Source: an optimization exercise on an open RTL-to-GDS flow (aim: small area). Production flows keep margins and buffers that such runs may drop.
Where RTL was checked, it was by simulation tests only, not by an equivalence proof against the original.
Power is estimated from default activity; no workload was simulated.

==> 09-16: inputs <==
==> flow/design.v <==
`timescale 1ns / 1ps
module top_module(
    input  wire        clkr,
    input  wire        rst,
    input  wire        rxr,
    input  wire [4:0]  btnr,
    output wire        spr,
    output wire [7:0]  hr,
    output wire [7:0]  mr,
    output wire [4:0]  date,
    output wire [4:0]  month,
    output wire [7:0]  year,
    output wire [6:0]  seg,
    output wire [3:0]  an,
    output wire        dp
);
    reg [4:0] bs;
    reg [4:0] bp;
    always @(posedge clkr) begin
        if (rst) begin
            bs <= 5'b0;
            bp <= 5'b0;
        end else begin
            bs <= btnr;
            bp <= bs;
        end
    end
    wire te  = bs[0] & ~bp[0];
    wire de  = bs[1] & ~bp[1];
    wire sws = bs[2];
    wire sre = bs[3] & ~bp[3];
    wire sse = bs[4] & ~bp[4];
    reg [7:0] tc;
    reg       tb;
    wire tx_idle = (tc == 8'd161);
    always @(posedge clkr) begin
        if (rst)
            tc <= 8'd161;
        else if (tx_idle) begin
            if (te | de) begin
                tc <= 8'd254;
                tb <= ~te;
            end
        end else
            tc <= tc + 8'd1;
    end
    assign spr = (tc >= 8'd144) | ((tc[7:4] == 4'd1) & tb);
    reg [7:0] rc;
    reg [7:0] sr;
    wire rx_done = (rc == 8'd154);
    always @(posedge clkr) begin
        if (rst)
            rc <= 8'd0;
        else if (rc == 8'd0) begin
            if (!rxr) rc <= 8'd1;
        end else if (rx_done)
            rc <= 8'd0;
        else
            rc <= rc + 8'd1;
    end
    always @(posedge clkr)
        if (rc[3:0] == 4'd8 && rc < 8'd144)
            sr <= {rxr, sr[7:1]};
    reg [6:0] c100;
    reg [3:0] c10;
    reg t10, t1;
    always @(posedge clkr) begin
        if (rst) begin
            c100 <= 0; c10 <= 0; t10 <= 0; t1 <= 0;
        end else begin
            t10 <= (c100 == 7'd99);
            t1  <= (c100 == 7'd99) && (c10 == 4'd9);
            if (c100 == 7'd99) begin
                c100 <= 0;
                c10 <= (c10 == 4'd9) ? 4'd0 : c10 + 4'd1;
            end else
                c100 <= c100 + 7'd1;
        end
    end
    reg [1:0] wcnt;       
    reg       wdate;      
    reg [4:0] hr_r;
    reg [5:0] mr_r, sec_r;
    reg [4:0] date_r, month_r;
    reg [7:0] year_r;
    assign hr = {3'b0, hr_r};
    assign mr = {2'b0, mr_r};
    assign date = date_r;
    assign month = month_r;
    assign year = year_r;
    always @(posedge clkr) begin
        if (rst) begin
            wcnt <= 0;
            hr_r <= 0; mr_r <= 0; sec_r <= 0;
            date_r <= 0; month_r <= 0; year_r <= 0;
        end else if (wcnt == 2'd0) begin
            if (te | de) begin
                wcnt <= 2'd3;
                wdate <= ~te;
            end else if (t1) begin
                if (sec_r == 6'd59) begin
                    sec_r <= 0;
                    if (mr_r == 6'd59) begin
                        mr_r <= 0;
                        hr_r <= (hr_r == 5'd23) ? 5'd0 : hr_r + 5'd1;
                    end else
                        mr_r <= mr_r + 6'd1;
                end else
                    sec_r <= sec_r + 6'd1;
            end
        end else if (rx_done) begin
            wcnt <= wcnt - 2'd1;
            if (!wdate) begin
                case (wcnt)
                    2'd3: hr_r <= sr[4:0];
                    2'd2: mr_r <= sr[5:0];
                    default: sec_r <= sr[5:0];
                endcase
            end else begin
                case (wcnt)
                    2'd3: date_r <= sr[4:0];
                    2'd2: month_r <= sr[4:0];
                    default: year_r <= sr;
                endcase
            end
        end
    end
    reg       running;
    reg [3:0] ts;
    reg [5:0] ss, sm;
    always @(posedge clkr) begin
        if (rst | sre) begin
            running <= 0;
            ts <= 0; ss <= 0; sm <= 0;
        end else begin
            if (sse) running <= ~running;
            if (running & t10) begin
                if (ts == 4'd9) begin
                    ts <= 0;
                    if (ss == 6'd59) begin
                        ss <= 0;
                        sm <= (sm == 6'd59) ? 6'd0 : sm + 6'd1;
                    end else
                        ss <= ss + 6'd1;
                end else
                    ts <= ts + 4'd1;
            end
        end
    end
    reg mode;
    always @(posedge clkr) begin
        if (rst) mode <= 0;
        else if (te) mode <= 0;
        else if (de) mode <= 1;
    end
    reg [5:0] dc;
    reg [1:0] ds;
    always @(posedge clkr) begin
        if (rst) begin
            dc <= 0; ds <= 0;
        end else if (dc == 6'd50) begin
            dc <= 0; ds <= ds + 2'd1;
        end else
            dc <= dc + 6'd1;
    end
    reg [5:0] v;
    always @(*) begin
        if (sws)       v = ds[1] ? sm : ss;
        else if (mode) v = ds[1] ? {1'b0, date_r} : {1'b0, month_r};
        else           v = ds[1] ? {1'b0, hr_r} : mr_r;
    end
    wire [3:0] digit = ds[0] ? (v / 6'd10) : (v % 6'd10);
    reg [6:0] sg;
    always @(*) begin
        case (digit)
            4'd0: sg = 7'b1000000;
            4'd1: sg = 7'b1111001;
            4'd2: sg = 7'b0100100;
            4'd3: sg = 7'b0110000;
            4'd4: sg = 7'b0011001;
            4'd5: sg = 7'b0010010;
            4'd6: sg = 7'b0000010;
            4'd7: sg = 7'b1111000;
            4'd8: sg = 7'b0000000;
            4'd9: sg = 7'b0010000;
            default: sg = 7'b1111111;
        endcase
    end
    assign seg = sg;
    assign an = ~(4'b0001 << ds);
    assign dp = 1'b1;
endmodule
==> flow/run.sh <==
#!/bin/bash
# synth_recipe.tcl (not shown) runs the flow's synth.tcl, then flattens the netlist and writes it again
# the make line also repeats each setting of config.mk as NAME=value (left out here)
make -C /OpenROAD-flow-scripts/flow DESIGN_CONFIG=/design/flow/config.mk WORK_HOME=/design/flow/orfs CLKGATE_MAP_FILE= SYNTH_SCRIPT=/design/flow/synth_recipe.tcl finish
==> flow/config.mk <==
export PLATFORM = sky130hd
export DESIGN_NAME = top_module
export DESIGN_NICKNAME = top_module
export VERILOG_FILES = /design/flow/design.v
export SDC_FILE = /design/flow/constraint.sdc
export NUM_CORES = 4
export LEC_CHECK = 0
export CAP_MARGIN = 20
export CORE_MARGIN = 2
export CORE_UTILIZATION = 40
export SLEW_MARGIN = 20
==> flow/constraint.sdc <==
create_clock -name core_clock -period 10.0 [get_ports {clkr}]
set_input_delay 2.0000 -clock core_clock [delete_from_list [all_inputs] [get_ports {clkr}]]
set_output_delay 2.0000 -clock core_clock [all_outputs]
set_load 0.01 [all_outputs]
==> 04-04: changes against 09-16 <==
==> flow/design.v (replaced) <==
`timescale 1ns / 1ps
module top_module(
    input  wire        clkr,
    input  wire        rst,
    input  wire        rxr,
    input  wire [4:0]  btnr,
    output wire        spr,
    output wire [7:0]  hr,
    output wire [7:0]  mr,
    output wire [4:0]  date,
    output wire [4:0]  month,
    output wire [7:0]  year,
    output wire [6:0]  seg,
    output wire [3:0]  an,
    output wire        dp
);
    function [6:0] l7;       
        input [6:0] s;
        l7 = {s[5:0], s[6] ^ s[5]};
    endfunction
    function [6:0] l7n;      
        input [6:0] s;
        input integer n;
        integer i;
        begin
            l7n = s;
            for (i = 0; i < n; i = i + 1) l7n = l7(l7n);
        end
    endfunction
    function [5:0] l6;       
        input [5:0] s;
        l6 = {s[4:0], s[5] ^ s[4]};
    endfunction
    function [5:0] l6n;
        input [5:0] s;
        input integer n;
        integer i;
        begin
            l6n = s;
            for (i = 0; i < n; i = i + 1) l6n = l6(l6n);
        end
    endfunction
    function [3:0] l4;       
        input [3:0] s;
        l4 = {s[2:0], s[3] ^ s[2]};
    endfunction
    function [3:0] l4n;
        input [3:0] s;
        input integer n;
        integer i;
        begin
            l4n = s;
            for (i = 0; i < n; i = i + 1) l4n = l4(l4n);
        end
    endfunction
    reg [4:0] bs;
    reg [4:0] bp;
    always @(posedge clkr) begin
        bs[2] <= btnr[2];
        bp <= bs;
        if (rst) begin
            bs[4:3] <= 2'b0;
            bs[1:0] <= 2'b0;
        end else begin
            bs[4:3] <= btnr[4:3];
            bs[1:0] <= btnr[1:0];
        end
    end
    wire te  = bs[0] & ~bp[0];
    wire de  = bs[1] & ~bp[1];
    wire sws = bs[2];
    wire sre = bs[3] & ~bp[3];
    wire sse = bs[4] & ~bp[4];
    reg [7:0] tc;
    reg       tb;
    wire tx_idle = tc[7] & tc[5] & tc[0] & ~tc[6];      
    always @(posedge clkr) begin
        if (rst)
            tc <= 8'd161;
        else if (tx_idle) begin
            if (te | de) begin
                tc <= 8'd254;
                tb <= ~te;
            end
        end else
            tc <= tc + 8'd1;
    end
    assign spr = (tc[7] & (tc[6] | tc[5] | tc[4])) | ((tc[7:4] == 4'd1) & tb);
    reg [7:0] rc;
    reg [7:0] sr;
    wire rx_done = rc[7] & rc[4] & rc[3] & rc[1];        
    always @(posedge clkr) begin
        if (rst | rx_done)
            rc <= 8'd0;
        else if (rc != 8'd0 || !rxr)
            rc <= rc + 8'd1;
    end
    always @(posedge clkr)
        if (rc[3:0] == 4'd8 && !(rc[7] & rc[4]))
            sr <= {rxr, sr[7:1]};
    localparam [6:0] ZT = 7'h7f;
    localparam [6:0] RT = l7n(ZT, 28);
    reg [6:0] lf;
    reg [3:0] cd;
    wire zt = (lf == ZT);
    wire t10 = zt & ~(cd[3] & cd[2]);
    wire t1  = zt & cd[3] & cd[0] & ~cd[2];
    always @(posedge clkr) begin
        if (rst) begin
            lf <= ZT;
            cd <= 4'd15;
        end else begin
            lf <= zt ? RT : l7(lf);
            if (zt) cd <= (cd[3] & cd[0] & ~cd[2]) ? 4'd0 : cd + 4'd1;
        end
    end
    reg [1:0] wcnt;       
    reg       wdate;      
    reg [4:0] hr_r;
    reg [5:0] mr_r, sec_r;
    reg [4:0] date_r, month_r;
    reg [7:0] year_r;
    assign hr = {3'b0, hr_r};
    assign mr = {2'b0, mr_r};
    assign date = date_r;
    assign month = month_r;
    assign year = year_r;
    wire [7:0] sr_g = sr & {8{~rst}};
    wire idle_w  = (wcnt == 2'd0);
    wire ld      = rx_done & ~idle_w;
    wire ld_hr   = rst | (ld & ~wdate & (wcnt == 2'd3));
    wire ld_mr   = rst | (ld & ~wdate & (wcnt == 2'd2));
    wire ld_sec  = rst | (ld & ~wdate & (wcnt == 2'd1));
    wire ld_date = rst | (ld &  wdate & (wcnt == 2'd3));
    wire ld_mon  = rst | (ld &  wdate & (wcnt == 2'd2));
    wire ld_year = rst | (ld &  wdate & (wcnt == 2'd1));
    wire tick    = idle_w & ~(te | de) & t1;
    wire sec_w   = (sec_r == 6'd59);
    wire mr_w    = (mr_r == 6'd59);
    wire hr_w    = (hr_r == 5'd23);
    always @(posedge clkr) begin
        if (rst)
            wcnt <= 0;
        else if (idle_w) begin
            if (te | de) begin
                wcnt <= 2'd3;
                wdate <= ~te;
            end
        end else if (rx_done)
            wcnt <= wcnt - 2'd1;
    end
    always @(posedge clkr) begin
        if (ld_date) date_r <= sr_g[4:0];
        if (ld_mon) month_r <= sr_g[4:0];
        if (ld_year) year_r <= sr_g;
        if (ld_sec) sec_r <= sr_g[5:0];
        else if (tick) sec_r <= sec_w ? 6'd0 : sec_r + 6'd1;
        if (ld_mr) mr_r <= sr_g[5:0];
        else if (tick & sec_w) mr_r <= mr_w ? 6'd0 : mr_r + 6'd1;
        if (ld_hr) hr_r <= sr_g[4:0];
        else if (tick & sec_w & mr_w) hr_r <= hr_w ? 5'd0 : hr_r + 5'd1;
    end
    localparam [3:0] T9 = 4'hf;
    localparam [3:0] T0 = l4n(T9, 6);
    reg       running;
    reg [3:0] ts;
    reg [5:0] ss, sm;
    always @(posedge clkr) begin
        if (rst | sre) begin
            running <= 0;
            ts <= T0; ss <= 0; sm <= 0;
        end else begin
            if (sse) running <= ~running;
            if (running & t10) begin
                if (ts == T9) begin
                    ts <= T0;
                    if (ss == 6'd59) begin
                        ss <= 0;
                        sm <= (sm == 6'd59) ? 6'd0 : sm + 6'd1;
                    end else
                        ss <= ss + 6'd1;
                end else
                    ts <= l4(ts);
            end
        end
    end
    reg mode;
    always @(posedge clkr) begin
        if (rst) mode <= 0;
        else if (te) mode <= 0;
        else if (de) mode <= 1;
    end
    localparam [5:0] WD = 6'h3f;
    localparam [5:0] D0 = l6n(WD, 13);
    reg [5:0] dc;
    reg [1:0] ds;
    always @(posedge clkr) begin
        if (rst) begin
            dc <= D0; ds <= 0;
        end else if (dc == WD) begin
            dc <= D0; ds <= ds + 2'd1;
        end else
            dc <= l6(dc);
    end
    reg [5:0] v;
    always @(*) begin
        if (sws)       v = ds[1] ? sm : ss;
        else if (mode) v = ds[1] ? {1'b0, date_r} : {1'b0, month_r};
        else           v = ds[1] ? {1'b0, hr_r} : mr_r;
    end
    wire [3:0] digit = ds[0] ? (v / 6'd10) : (v % 6'd10);
    reg [6:0] sg;
    always @(*) begin
        case (digit)
            4'd0: sg = 7'b1000000;
            4'd1: sg = 7'b1111001;
            4'd2: sg = 7'b0100100;
            4'd3: sg = 7'b0110000;
            4'd4: sg = 7'b0011001;
            4'd5: sg = 7'b0010010;
            4'd6: sg = 7'b0000010;
            4'd7: sg = 7'b1111000;
            4'd8: sg = 7'b0000000;
            4'd9: sg = 7'b0010000;
            default: sg = 7'b1111111;
        endcase
    end
    assign seg = sg;
    assign an = ~(4'b0001 << ds);
    assign dp = 1'b1;
endmodule
==> flow/flow/run.sh (new file) <==
#!/bin/bash
# Standard ORFS layout (standard.sh, unchanged synthesis) with smaller port buffers
# and a clock tree without dummy loads. Each tool's output goes to its own log file here.
set -euo pipefail
export BUFFER_PORTS_ARGS="-buffer_cell sky130_fd_sc_hd__buf_1"
export RECOVER_POWER=100
export CTS_ARGS="-sink_clustering_enable -repair_clock_nets -dont_use_dummy_load"
bash standard.sh > standard_make.log 2>&1
==> flow/standard.sh (new file) <==
#!/bin/bash
# synth_recipe.tcl (not shown) runs the flow's synth.tcl, then flattens the netlist and writes it again
# the make line also repeats each setting of config.mk as NAME=value (left out here)
make -C /OpenROAD-flow-scripts/flow DESIGN_CONFIG=/design/flow/config.mk WORK_HOME=/design/flow/orfs CLKGATE_MAP_FILE= SYNTH_SCRIPT=/design/flow/synth_recipe.tcl "${@:-finish}"
removed: flow/run.sh
==> summary.txt <==
- In 04-04 the cell count is lower than in 09-16, by 11%.
- Fmax: 04-04 is larger than 09-16 (about 3%).
- Final area: 04-04 is lower than 09-16 (about 8%).
- 09-16 completed without violations. 04-04 finished with max-capacitance violations, max-slew violations left.
- In 04-04 the clock power is lower than in 09-16, by 23%.
No functional check of the RTL was part of 04-04.

re-timing with driven ports:
The results above use ideal ports. As a check the final layouts listed here were re-extracted and re-timed, cells and wires unchanged. Step 1 sets driving cells, clkbuf_16 on the clock port and buf_2 on the other inputs (assumed; they add their load-dependent delay and slew). Step 2 also shifts input and output timing later by t, the mid clock arrival at the registers, as if the neighbouring blocks saw the same clock. Slacks: ideal / step 1 / step 2; pairs: ideal / step 1.
run	t, ns	setup slack, ns	worst setup path at the end
09-16	0.387	2.997 / 2.956 / 3.343	register to output
04-04	0.376	3.193 / 3.156 / 3.532	register to output
